This design comes from an exercise in tuning for small area on the open sky130 flow, not from production work. In this exercise RTL edits were held to simulation tests only and were not proved equivalent to the original. No activity file was given, so power comes from the tool's default toggle rates.

==> flow/design.v <==
module rf_rd_bit (
    input  [32:1] sel,
    input  [32:1] d,
    output        y
);
    assign y = |(sel & d);
endmodule
module riscv_top (
    input           clk,
    input           rst_n,
    input  [31:0]   inst_i,
    output [31:0]   inst_addr_o
);
    localparam [2:0] C_NONE   = 3'b000;
    localparam [2:0] C_BRANCH = 3'b001;
    localparam [2:0] C_OPIMM  = 3'b010;
    localparam [2:0] C_OP     = 3'b011;
    localparam [2:0] C_LUI    = 3'b100;
    localparam [2:0] C_AUIPC  = 3'b101;
    localparam [2:0] C_JAL    = 3'b110;
    localparam [2:0] C_JALR   = 3'b111;
    reg  [31:0] pc;          
    reg  [31:7] d_ir;        
    reg  [6:0]  d_op;
    reg         d_v;         
    reg  [31:7] e_ir;        
    reg  [2:0]  e_cls;
    wire        taken;
    wire [31:0] target;
    assign inst_addr_o = pc;
    reg  [2:0]  d_cls;
    always @(*) begin
        case (d_op)
            7'b0010011: d_cls = C_OPIMM;
            7'b0110011: d_cls = (d_ir[14:12] == 3'b000 && d_ir[31:25] != 7'b0000000 &&
                                 d_ir[31:25] != 7'b0100000) ? C_NONE : C_OP;
            7'b1100011: d_cls = (d_ir[14:13] == 2'b01) ? C_NONE : C_BRANCH;
            7'b0110111: d_cls = C_LUI;
            7'b0010111: d_cls = C_AUIPC;
            7'b1101111: d_cls = C_JAL;
            7'b1100111: d_cls = C_JALR;
            default:    d_cls = C_NONE;
        endcase
    end
    wire d_b30 = (d_op == 7'b0110011) ? (d_ir[31:25] == 7'b0100000) : d_ir[30];
    wire kill = !rst_n || taken;
    always @(posedge clk) begin
        if (!rst_n)     pc <= 32'b0;
        else if (taken) pc <= target;
        else            pc <= pc + 32'd4;
        d_ir  <= inst_i[31:7];
        d_op  <= inst_i[6:0];
        d_v   <= !kill;
        e_ir  <= {d_ir[31], d_b30, d_ir[29:7]};
        e_cls <= (kill || !d_v) ? C_NONE : d_cls;
    end
    wire [2:0]  f3   = e_ir[14:12];
    wire [4:0]  rs1a = e_ir[19:15];
    wire [4:0]  rs2a = e_ir[24:20];
    wire [4:0]  rda  = e_ir[11:7];
    wire        b30  = e_ir[30];
    wire is_branch = (e_cls == C_BRANCH);
    wire is_op     = (e_cls == C_OP);
    wire is_alu    = (e_cls == C_OPIMM) || is_op;
    wire is_lui    = (e_cls == C_LUI);
    wire is_auipc  = (e_cls == C_AUIPC);
    wire is_jal    = (e_cls == C_JAL);
    wire is_jalr   = (e_cls == C_JALR);
    wire we        = e_cls[2] | e_cls[1];
    wire use_rs1   = is_alu || is_branch || is_jalr;
    wire use_rs2   = is_op || is_branch;
    wire use_pc    = is_auipc || is_jal;
    wire [31:0] pc_ex = pc - 32'd8;
    wire [31:0] imm_i = {{20{e_ir[31]}}, e_ir[31:20]};
    wire [31:0] imm_b = {{20{e_ir[31]}}, e_ir[7], e_ir[30:25], e_ir[11:8], 1'b0};
    wire [31:0] imm_j = {{12{e_ir[31]}}, e_ir[19:12], e_ir[20], e_ir[30:21], 1'b0};
    wire [31:0] imm_u = {e_ir[31:12], 12'b0};
    wire [31:0] imm   = e_cls[2] ? (e_cls[1] ? (e_cls[0] ? imm_i : imm_j) : imm_u) : imm_i;
    reg  [31:0] rf [1:31];
    wire [31:0] wd;
    wire [31:0] wdr = rst_n ? wd : 32'b0;
    integer k;
    always @(posedge clk) begin
        for (k = 1; k < 32; k = k + 1) begin
            if (!rst_n || (we && rda == k))
                rf[k] <= wdr;
        end
    end
    reg  [32:1] sel1, sel2;
    always @(*) begin
        for (k = 1; k < 32; k = k + 1) begin
            sel1[k] = use_rs1 && (rs1a == k);
            sel2[k] = use_rs2 && (rs2a == k);
        end
        sel1[32] = use_pc;
        sel2[32] = !use_rs2;
    end
    wire [31:0] a, b;
    genvar gi, gj;
    generate
        for (gi = 0; gi < 32; gi = gi + 1) begin : g_rd
            wire [31:1] col;
            for (gj = 1; gj < 32; gj = gj + 1) begin : g_col
                assign col[gj] = rf[gj][gi];
            end
            rf_rd_bit u_rd1 (.sel(sel1), .d({pc_ex[gi], col}), .y(a[gi]));
            rf_rd_bit u_rd2 (.sel(sel2), .d({imm[gi],   col}), .y(b[gi]));
        end
    endgenerate
    wire        sub = is_branch || (is_alu && f3[2:1] == 2'b01) ||
                      (is_op && f3 == 3'b000 && b30);
    wire [32:0] s1  = {1'b0, a} + {1'b0, b ^ {32{sub}}} + {32'b0, sub};
    wire [31:0] sum = s1[31:0];
    wire        eq  = (a == b);
    wire        ltu = !s1[32];
    wire        lt  = (a[31] ^ b[31]) ? a[31] : sum[31];
    wire        left = (f3 == 3'b001);
    wire [4:0]  sham = b[4:0];
    reg  [31:0] a_rev, sl;
    always @(*) begin
        for (k = 0; k < 32; k = k + 1) a_rev[k] = a[31-k];
    end
    wire [31:0] sh_in = left ? a_rev : a;
    wire        fill  = !left && b30 && a[31];
    wire [63:0] sh_w  = {{32{fill}}, sh_in} >> sham;
    wire [31:0] sr    = sh_w[31:0];
    always @(*) begin
        for (k = 0; k < 32; k = k + 1) sl[k] = sr[31-k];
    end
    reg [31:0] alu;
    always @(*) begin
        case (f3)
            3'b000: alu = sum;
            3'b001: alu = sl;
            3'b010: alu = {31'b0, lt};
            3'b011: alu = {31'b0, ltu};
            3'b100: alu = a ^ b;
            3'b101: alu = sr;
            3'b110: alu = a | b;
            default: alu = a & b;
        endcase
    end
    wire [31:0] sum2 = pc_ex + (is_branch ? imm_b : 32'd4);
    assign wd = is_alu ? alu : (e_cls[1] ? sum2 : sum);
    wire cond = (f3[2] ? (f3[1] ? ltu : lt) : eq) ^ f3[0];
    assign taken  = is_jal || is_jalr || (is_branch && cond);
    assign target = is_branch ? sum2 : sum;
endmodule
==> flow/run.sh <==
#!/bin/bash
# synth_recipe.tcl (not shown) runs the flow's synth.tcl, then flattens the netlist and writes it again
# the make line also repeats each setting of config.mk as NAME=value (left out here)
make -C /OpenROAD-flow-scripts/flow DESIGN_CONFIG=/design/flow/config.mk WORK_HOME=/design/flow/orfs CLKGATE_MAP_FILE= SYNTH_SCRIPT=/design/flow/synth_recipe.tcl finish
==> flow/config.mk <==
export PLATFORM = sky130hd
export DESIGN_NAME = riscv_top
export DESIGN_NICKNAME = riscv_top
export VERILOG_FILES = /design/flow/design.v
export SDC_FILE = /design/flow/constraint.sdc
export NUM_CORES = 4
export LEC_CHECK = 0
export CAP_MARGIN = 30
export CORE_MARGIN = 2
export CORE_UTILIZATION = 40
export SLEW_MARGIN = 30
export SYNTH_HIERARCHICAL = 1
==> flow/constraint.sdc <==
create_clock -name core_clock -period 8.0 [get_ports {clk}]
set_input_delay 1.6000 -clock core_clock [delete_from_list [all_inputs] [get_ports {clk}]]
set_output_delay 1.6000 -clock core_clock [all_outputs]
set_load 0.01 [all_outputs]
==> results.cfg, run 1 <==
[routing]
ant_nets = 0
first_iter_violations = 7574
wirelength_mm = 245
wl_per_cell_um = 38.4
viasPerCell = 7.05
dr_total_vias = 45000
drc_errors = 0
drt_pass1_iterations = 7

[power_and_ir_drop]
clkPwrFrac_pct = 40.0
p_per_area_nw_per_um2 = 212
p_total_mw = 13.3
ir_drop_uv = 192
p_comb_share_pct = 8.8
power.leakage_nw = 21.5
internal_power_mw = 9.93
swShare_pct = 25.5
p_switching_mw = 3.39
seq_power_share_pct = 51.2

[synth]
synth_compound_area_share_pct = 21.6
synth_ff_type = edfxtp_1
synth.yosys.seq_area_share_pct = 59.3
yosys.area_share.simple_pct = 9.55
synth_top_family_by_area = compound AO/OA/AOI/OAI gates
synth_fa_ha_area_share_pct = 3.08
synth_xor_area_share_pct = 2.35
synth_edf_count = 992
syn_area_um2 = 53300
synth_mux_area_share_pct = 2.42
ys_ff_latch = 1085
synth_nets = 4374
synthDistinctLibCells = 77
syn_inst = 4210
yosysWarnings = 8
async_flop_share_pct = 0
syn_area_per_cell_um2 = 12.7

[grt]
track_usage_pct = 35.0
antenna_found_initial = 56
top_usage_layer = met2
grt-ovfl-total = 0
met1_usage_pct = 44.8
grt_pass1_wl_mm = 335
first_global_vias = 41000
met2_usage_pct = 50.4
grt_max_degree = 49
grtUsageMet3_pct = 11.9

[min_path]
holdCritPathClass = flip-flop to flip-flop
hp-start = d_ir[23]
hold_depth = 0
hold_end = e_ir[23]

[cells_and_area]
fill_cells = 11700
drive_above_1_share_pct = 14.7
final_nets = 4670
syn_to_final_growth_pct = 17.6

[setup_path]
r2r_slack_ps = 310
crit_type = flip-flop to flip-flop
crit_path_frequent_cell = o21ai_0
crit_path_max_fanout = 31
critPathCaptureType = flip-flop
ff2ff_path_depth = 22
crit_arrival_ps = 8130
path_delay_family = simple AND/OR/NAND/NOR gates
worstReg2RegStart = pc[5]
start_kind = flip-flop
cpPeakStageDelay_ps = 1140
critPathSlowestCell = or4_1
crit_chain = nor2_1, nand3_1, or3_1, nor4_1, nand2_1, nor3_1, buf_4, nand2_1, xnor2_1, a22oi_1, nand4_1, or4_1, mux4_2, mux2i_1, mux2i_1, o21ai_0, a21oi_1, o21ai_0, a21oi_1, o21ai_0, a21oi_2, buf_12
required_ps = 8440
crit_buf_inv = 2
r2r_end = rf[6][25]

[floorplanning]
start_util_pct = 40.4
fp.dieW_um = 369
dieArea_um2 = 136000
core_area_um2 = 132000
rows = 133
die_h_um = 369
io-pin-count = 66

[sta]
timing.hold.ws_ps = 324
finalSetupViolations = 0
max_slew_margin_pct = 23.9
finalMaxSlewViolations = 0
min_period_over_period_pct = 96.2
hold_violations = 0
finClkSkew_ps = 65.4
max_slew.worst_pin.slew_ps = 1140
rsz0062_at_grt = no
clock.fmax_ghz = 0.130
min_period_ps = 7690
tns_ps = 0

[placement]
io_buffers = 65
gp_congestion = 1.10
place_hpwl_mm = 167

[clocking]
cts.htree.levels = 3
postCtsHoldBufs = 0
clockBufferDepth = 3
cts_tree = done
cts.sinks = 1085
clk_latency_ps = 780
cts_setup_buffers = 0
cts_resized = 0
cts_buffers = 111
clockRootBuffer = clkbuf_16
path_clk_slew_ps = 60

[job]
maxCapViolations = 0

[status]
status = finished clean
[cell usage in the layout (no fill, tap or decap), drive strengths merged, types with 12 or more instances in the layout]
| master | synthesis | layout |
|---|---|---|
| clkdlybuf4s50 | 0 | 64 |
| and2 | 16 | 16 |
| o211ai | 21 | 21 |
| clkinv | 3 | 43 |
| xor2 | 44 | 44 |
| dfxtp | 93 | 93 |
| a211oi | 26 | 26 |
| ha | 128 | 128 |
| nor2 | 206 | 206 |
| a221oi | 12 | 12 |
| xnor2 | 99 | 99 |
| nor4 | 12 | 12 |
| mux2i | 47 | 47 |
| buf | 25 | 245 |
| nand3 | 40 | 40 |
| a21o | 46 | 46 |
| nor3 | 31 | 31 |
| nor2b | 17 | 17 |
| o21ai | 149 | 149 |
| a22oi | 1035 | 1035 |
| edfxtp | 992 | 992 |
| a21oi | 134 | 134 |
| nand4 | 265 | 265 |
| o21a | 16 | 16 |
| a31oi | 12 | 12 |
| and3 | 37 | 37 |
| diode | 0 | 24 |
| nand2b | 28 | 28 |
| o221ai | 19 | 19 |
| o22ai | 19 | 19 |
| nand2 | 209 | 209 |
| or4 | 68 | 68 |
| mux4 | 35 | 35 |
| inv | 95 | 101 |
| clkbuf | 101 | 152 |
[Yosys stat by module, one instance, submodules excluded]
module	cell area [um^2]	flip-flops and latches	times used	cells inside
riscv_top	43300	1085	1	2866
rf_rd_bit	158	0	64	21
[metal layers]
layer | vias up | part of all wire, %
li1 | 18200 | -
met1 | 22300 | 36
met2 | 3750 | 42
met3 | 740 | 14
met4 | 40 | 7.9
met5 | - | 0.11
[power by group through the flow]
stage                     combinational [mW]  clock, mW  sequential [mW]
after floorplan                        0.564          0             6.87
after global placement                  1.13          0             6.91
after global routing                    1.20       5.57             6.85
after CTS                               1.14       5.35             6.81
final                                   1.18       5.32             6.82
after detailed placement                1.13          0             6.92
[synth_stat cells (all sizes together) (5+ instances only)]
cell type	instances	area [um^2]
a31o	9	78.8
edfxtp	992	29800
a2111oi	6	71.3
nor3	31	155
o221ai	19	173
nor2b	17	106
nor4	12	75.1
or4	68	510
o31a	7	61.3
a22oi	1035	8090
o21ai	149	749
a21boi	8	60.1
or3	10	62.6
nor2	206	773
o21a	16	120
buf	25	124
a21oi	134	671
a22o	8	70.1
mux4	35	788
a21o	46	345
or2	9	56.3
a211oi	26	195
nand3	40	200
and2	16	100
o211ai	21	168
nand3b	7	52.6
a221oi	12	105
o22ai	19	119
xor2	44	385
and3	37	231
nand2b	28	175
dfxtp	93	1860
nand2	209	785
o21bai	8	60.1
a31oi	12	75.1
a311oi	11	96.3
inv	95	357
and4	5	43.8
clkbuf	101	379
xnor2	99	867
nand4	265	1660
ha	128	1600
mux2i	47	470
[cells by family after synthesis]
group,count (synthesis)
AOI/OAI and AO/OA,1571
DFF,1085
and+or+nand+nor,972
buffers and inverters,224
xor gates and xnor gates,143
adders and majority gates,130
muxes,85
[final cells by class]
class                           instances  area, um^2  area share (%)
Timing Repair Buffer                  309        2960            4.72
Clock buffer                          152        3100            4.94
Tap cell                             1755        2200            3.50
Inverter                               98         368           0.587
Clock inverter                         58         643            1.03
Sequential cell                      1085       31700            50.5
Multi-Input combinational cell       2901       21700            34.7
Antenna cell                           24        60.1          0.0958
[stage by stage]
| step | cell area [um^2] | cells | util, % | setup slack, ps |
|---|---|---|---|---|
| finish | 62700 | 6382 | 47.5 | 307 |
| global route | 62700 | 6359 | 47.5 | 248 |
| CTS | 62700 | 6358 | 47.5 | 580 |
| detailed placement | 58900 | 6148 | 44.6 | 638 |
| global placement | 58900 | 6146 | 44.6 | 586 |
| floorplan | 53400 | 4210 | - | 234 |
[how the worst max path moves through the flow]
| stage | cells after the start | slack [ps] | end | from |
|---|---|---|---|---|
| final | 22 | 310 | rf[6][25] | pc[5] |
| after detailed placement | 19 | 640 | rf[28][15] | pc[5] |
| after global routing | 22 | 250 | rf[6][25] | pc[5] |
| after floorplan | 24 | 230 | rf[10][30] | e_cls[0] |
| after CTS | 19 | 580 | rf[9][15] | pc[5] |
| after global placement | 19 | 590 | rf[23][15] | pc[5] |
[worst register-to-register path: cells and delay by family, from the launching register on]
kind	cells	cell delay (ps)
AOI/OAI and AO/OA	7	1900
xor gates and xnor gates	1	210
buffers and inverters	2	360
DFF	1	410
muxes	3	1100
and+or+nand+nor	9	3370
[flip-flops by register name, indices dropped and copies added, names as in the netlist]
name / flops
e_ir: 25
pc: 32
e_cls: 3
d_op: 7
d_ir: 25
rf: 992
d_v: 1
==> run 2, diff against run 1 <==
--- a/flow/design.v
+++ b/flow/design.v
@@ -29,4 +29,25 @@
     wire [31:0] target;
     assign inst_addr_o = pc;
+    function [32:0] bk_carry(input [31:0] pp, input [31:0] gg, input cin);
+        reg [31:0] G, P;
+        integer l, i;
+        begin
+            G = gg; P = pp;
+            G[0] = gg[0] | (pp[0] & cin);
+            for (l = 0; l < 5; l = l + 1)
+                for (i = 0; i < 32; i = i + 1)
+                    if (((i + 1) % (2 << l)) == 0) begin
+                        G[i] = G[i] | (P[i] & G[i - (1 << l)]);
+                        P[i] = P[i] & P[i - (1 << l)];
+                    end
+            for (l = 3; l >= 0; l = l - 1)
+                for (i = 0; i < 32; i = i + 1)
+                    if (((i + 1) % (2 << l)) == (1 << l) && i >= (2 << l)) begin
+                        G[i] = G[i] | (P[i] & G[i - (1 << l)]);
+                        P[i] = P[i] & P[i - (1 << l)];
+                    end
+            bk_carry = {G, cin};
+        end
+    endfunction
     reg  [2:0]  d_cls;
     always @(*) begin
@@ -110,9 +131,12 @@
     wire        sub = is_branch || (is_alu && f3[2:1] == 2'b01) ||
                       (is_op && f3 == 3'b000 && b30);
-    wire [32:0] s1  = {1'b0, a} + {1'b0, b ^ {32{sub}}} + {32'b0, sub};
-    wire [31:0] sum = s1[31:0];
-    wire        eq  = (a == b);
-    wire        ltu = !s1[32];
-    wire        lt  = (a[31] ^ b[31]) ? a[31] : sum[31];
+    wire [31:0] bx  = b ^ {32{sub}};
+    wire [31:0] p   = a ^ bx;
+    wire [31:0] g   = a & bx;
+    wire [32:0] c   = bk_carry(p, g, sub);
+    wire [31:0] sum = p ^ c[31:0];
+    wire        eq  = &p;                
+    wire        ltu = !c[32];
+    wire        lt  = p[31] ? sum[31] : a[31];
     wire        left = (f3 == 3'b001);
     wire [4:0]  sham = b[4:0];
@@ -128,19 +152,18 @@
         for (k = 0; k < 32; k = k + 1) sl[k] = sr[31-k];
     end
-    reg [31:0] alu;
-    always @(*) begin
-        case (f3)
-            3'b000: alu = sum;
-            3'b001: alu = sl;
-            3'b010: alu = {31'b0, lt};
-            3'b011: alu = {31'b0, ltu};
-            3'b100: alu = a ^ b;
-            3'b101: alu = sr;
-            3'b110: alu = a | b;
-            default: alu = a & b;
-        endcase
-    end
-    wire [31:0] sum2 = pc_ex + (is_branch ? imm_b : 32'd4);
-    assign wd = is_alu ? alu : (e_cls[1] ? sum2 : sum);
+    wire [31:0] i2   = is_branch ? imm_b : 32'd4;
+    wire [32:0] c2   = bk_carry(pc_ex ^ i2, pc_ex & i2, 1'b0);
+    wire [31:0] sum2 = pc_ex ^ i2 ^ c2[31:0];
+    wire s_sum  = (is_alu && f3 == 3'b000) || is_lui || is_auipc;
+    wire s_sl   = is_alu && f3 == 3'b001;
+    wire s_lt   = is_alu && f3 == 3'b010;
+    wire s_ltu  = is_alu && f3 == 3'b011;
+    wire s_sr   = is_alu && f3 == 3'b101;
+    wire s_p    = is_alu && (f3 == 3'b100 || f3 == 3'b110);
+    wire s_g    = is_alu && (f3 == 3'b110 || f3 == 3'b111);
+    wire s_link = is_jal || is_jalr;
+    assign wd = ({32{s_sum}} & sum) | ({32{s_sl}} & sl) | ({32{s_sr}} & sr) |
+                ({32{s_p}} & p) | ({32{s_g}} & g) | ({32{s_link}} & sum2) |
+                {31'b0, (s_lt && lt) || (s_ltu && ltu)};
     wire cond = (f3[2] ? (f3[1] ? ltu : lt) : eq) ^ f3[0];
     assign taken  = is_jal || is_jalr || (is_branch && cond);
==> run 2 against run 1 <==
Effect of this change:
- still clean on timing, DRC and antenna
- synthesized area fell by 4.0%
- routed wire length shrank 6.6%
- non-clock buffer count is 33 higher
- die area is 3.9% lower
- sequential share of layout area rose by 1.7 points
- clock power hardly changed
- critical endpoint is now e_cls[2]
- largest power group unchanged
==> results.cfg, run 2 <==
[cells_and_area]
multi_input_area_um2 = 19700
layout.cells.non_filler = 5904
top_register = rf
drive_above_1_share_pct = 16.5
layout_common_cells = edfxtp_1, a22oi_1, nand4_1
final_common_cell = edfxtp_1
fill_cells = 11000
reg.largest.list = rf (992), pc (32)
syn_to_final_growth_pct = 18.5
largest_register_ffs = 992
post-route-util_pct = 47.7
regArea_um2 = 31700
final_nets = 4247

[sta]
finalMaxSlewViolations = 0
finClkSkew_ps = 60.0
hold_violations = 0
min_period_over_period_pct = 97.3
min_period_ps = 7790
timing.hold.ws_ps = 323
clock.fmax_ghz = 0.128
finalSetupViolations = 0
max_slew_margin_pct = 25.5
max_slew.worst_pin.slew_ps = 1110

[floorplanning]
io-pin-count = 66
rows = 131
core_area_um2 = 127000
die_h_um = 362
fp.dieW_um = 362
start_util_pct = 40.2
dieArea_um2 = 131000

[routing]
first_iter_violations = 6853
wirelength_mm = 229
wl_per_cell_um = 38.8
drc_errors = 0
ant_nets = 0
dr_total_vias = 41900
viasPerCell = 7.09
drt_pass1_iterations = 9

[grt]
grt_pass1_wl_mm = 309
grt_max_degree = 52
first_global_vias = 38200
antenna_found_initial = 47
track_usage_pct = 33.8
grt-ovfl-total = 0

[clocking]
clockBufferDepth = 3
cts.sinks = 1085
postCtsHoldBufs = 0
path_clk_slew_ps = 70
clk_latency_ps = 780
cts.htree.levels = 3
clockRootBuffer = clkbuf_16
cts_buffers = 114
cts_tree = done

[synth]
ys_top_cells_by_count = edfxtp_1, a22oi_1, nand4_1
yosysTopAreaCell = edfxtp_1
synth_ff_type = edfxtp_1
synthDistinctLibCells = 79
syn_area_per_cell_um2 = 13.6
yosys.cell_count.top_type = edfxtp_1
synth.yosys.seq_area_share_pct = 61.8
syn_area_um2 = 51200
ys_ff_latch = 1085
synthTopCellsByArea = edfxtp_1, a22oi_1, dfxtp_1
syn_inst = 3765
yosysWarnings = 8
synth_nets = 3894
async_flop_share_pct = 0
yosysTopAreaCellShare_pct = 58.1
synth_edf_count = 992

[job]
maxCapViolations = 0

[status]
status = finished clean

[setup_path]
crit_path_frequent_cell = buf_4
cpPeakStageDelay_ps = 740
crit_path_max_fanout = 23
crit_start = e_ir[21]
ff2ff_path_depth = 27
start_kind = flip-flop
worstReg2RegStart = e_ir[21]
crit_arrival_ps = 8460
critPathSlowestCell = or4_1
required_ps = 8670
critPathCaptureType = flip-flop
crit_type = flip-flop to flip-flop

[min_path]
hold_depth = 0
hp-start = d_ir[10]
holdCritPathClass = flip-flop to flip-flop

[power_and_ir_drop]
p_total_mw = 12.7
power.leakage_nw = 20.9
p_per_area_nw_per_um2 = 209
ir_drop_uv = 169

[placement]
io_buffers = 65
gp_congestion = 1.06
place_hpwl_mm = 154
place_inst = 5651
run 2: cell types whose count changed after synthesis, sizes merged, moves of 13 or more:
cell / before / now
nand2: 209 / 131
clkbuf: 101 / 81
inv: 95 / 31
xnor2: 99 / 46
xor2: 44 / 71
nor2: 206 / 154
o21ai: 149 / 103
nor3: 31 / 18
fa: 2 / 31
a21oi: 134 / 92
a222oi: 0 / 15
ha: 128 / 64
run 2: worst paths after layout:
| check | end | slack [ps] |
|---|---|---|
| max | e_cls[2] | 210 |
| min | e_ir[10] | 320 |
| max reg2reg | e_cls[2] | 210 |
| min reg2reg | e_ir[10] | 320 |
run 2: critical path, delay by kind of cell (launching register included):
family                   cells  cell delay (ps)
XOR/XNOR                     1              260
AO/OA/AOI/OAI                8             1600
adder cells (fa/ha/maj)      2              870
buffers and inverters        4              980
multiplexers                 2              510
flip-flops                   1              420
AND/OR/NAND/NOR             10             2980
run 2: cell type report:
| type | count | area share [%] |
|---|---|---|
| well taps | 1662 | 3.43 |
| clock inverters | 68 | 1.23 |
| flip-flops and latches | 1085 | 52.1 |
| diodes | 26 | 0.107 |
| multi-input cells | 2542 | 32.5 |
| repair buffers | 342 | 5.47 |
| clock buffers | 146 | 4.91 |
| inverters | 33 | 0.212 |
run 2: cell families after synthesis:
kind of cell               count (synthesis)  share of synthesized area (%)
AOI/OAI and AO/OA                       1433                           21.0
DFF                                     1085                           61.8
and+or+nand+nor                          799                           8.54
buffers and inverters                    141                           1.30
xor gates and xnor gates                 117                           2.01
muxes                                     95                           2.61
adders and majority gates                 95                           2.77
run 2: layer usage:
| layer | up-vias | GRT usage (%) | wire length [um] |
|---|---|---|---|
| li1 | 16800 | - | - |
| met1 | 21000 | 44.5 | 84400 |
| met2 | 3333 | 49.0 | 97000 |
| met3 | 647 | 8.92 | 29800 |
| met4 | 28 | 22.6 | 17800 |
| met5 | - | 0 | 179 |
run 2: timing repair:
action,in CTS,in global routing
buffers inserted,0,7
endpoints found under the setup margin,0,15
resized for setup,0,10
run 2: per-stage QoR:
step / TNS [ps] / instance area [um^2] / worst slack, ps
6_report: 0 / 60700 / 214
5_1_grt: -5.26 / 60600 / -5.26
4_1_cts: 0 / 60400 / 285
3_5_place_dp: 0 / 56700 / 314
3_3_place_gp: 0 / 56500 / 348
2_1_floorplan: 0 / 51300 / 16.4
run 2: power breakdown:
group | leakage (nW) | switching (mW) | internal (mW) | total, mW
clock | 1.80 | 2.34 | 3.01 | 5.35
sequential | 11.0 | 0.141 | 6.40 | 6.55
combinational | 8.06 | 0.578 | 0.215 | 0.793
run 2: Yosys stat by module (local to each module, per instance):
module	area [um^2]	flip-flops and latches	copies in the design
riscv_top	41100	1085	1
rf_rd_bit	158	0	64

==> what the ideal ports hide <==
No port has a modelled driver above. Below, the same layouts with a new extraction and two added sets of constraints.
Step 1 assumes that a clkbuf_16 drives the clock port and a buf_2 every other input.
Step 2 also shifts input and output timing later by t, the mid clock arrival at the registers, as if the neighbouring blocks saw the same clock.
Three values: ideal, step 1, step 2; two values: the first two.
run | t, ns | setup WS [ns] | worst hold slack (ns) | worst setup path at the end | cell pins on the clock port's net
run 1 | 0.821 | 0.307 / 0.307 / 0.307 | 0.324 / 0.324 / 0.324 | register to register | 1
run 2 | 0.832 | 0.214 / 0.214 / 0.214 | 0.323 / 0.323 / 0.323 | register to register | 1
After both steps setup and hold are still met in every run listed.
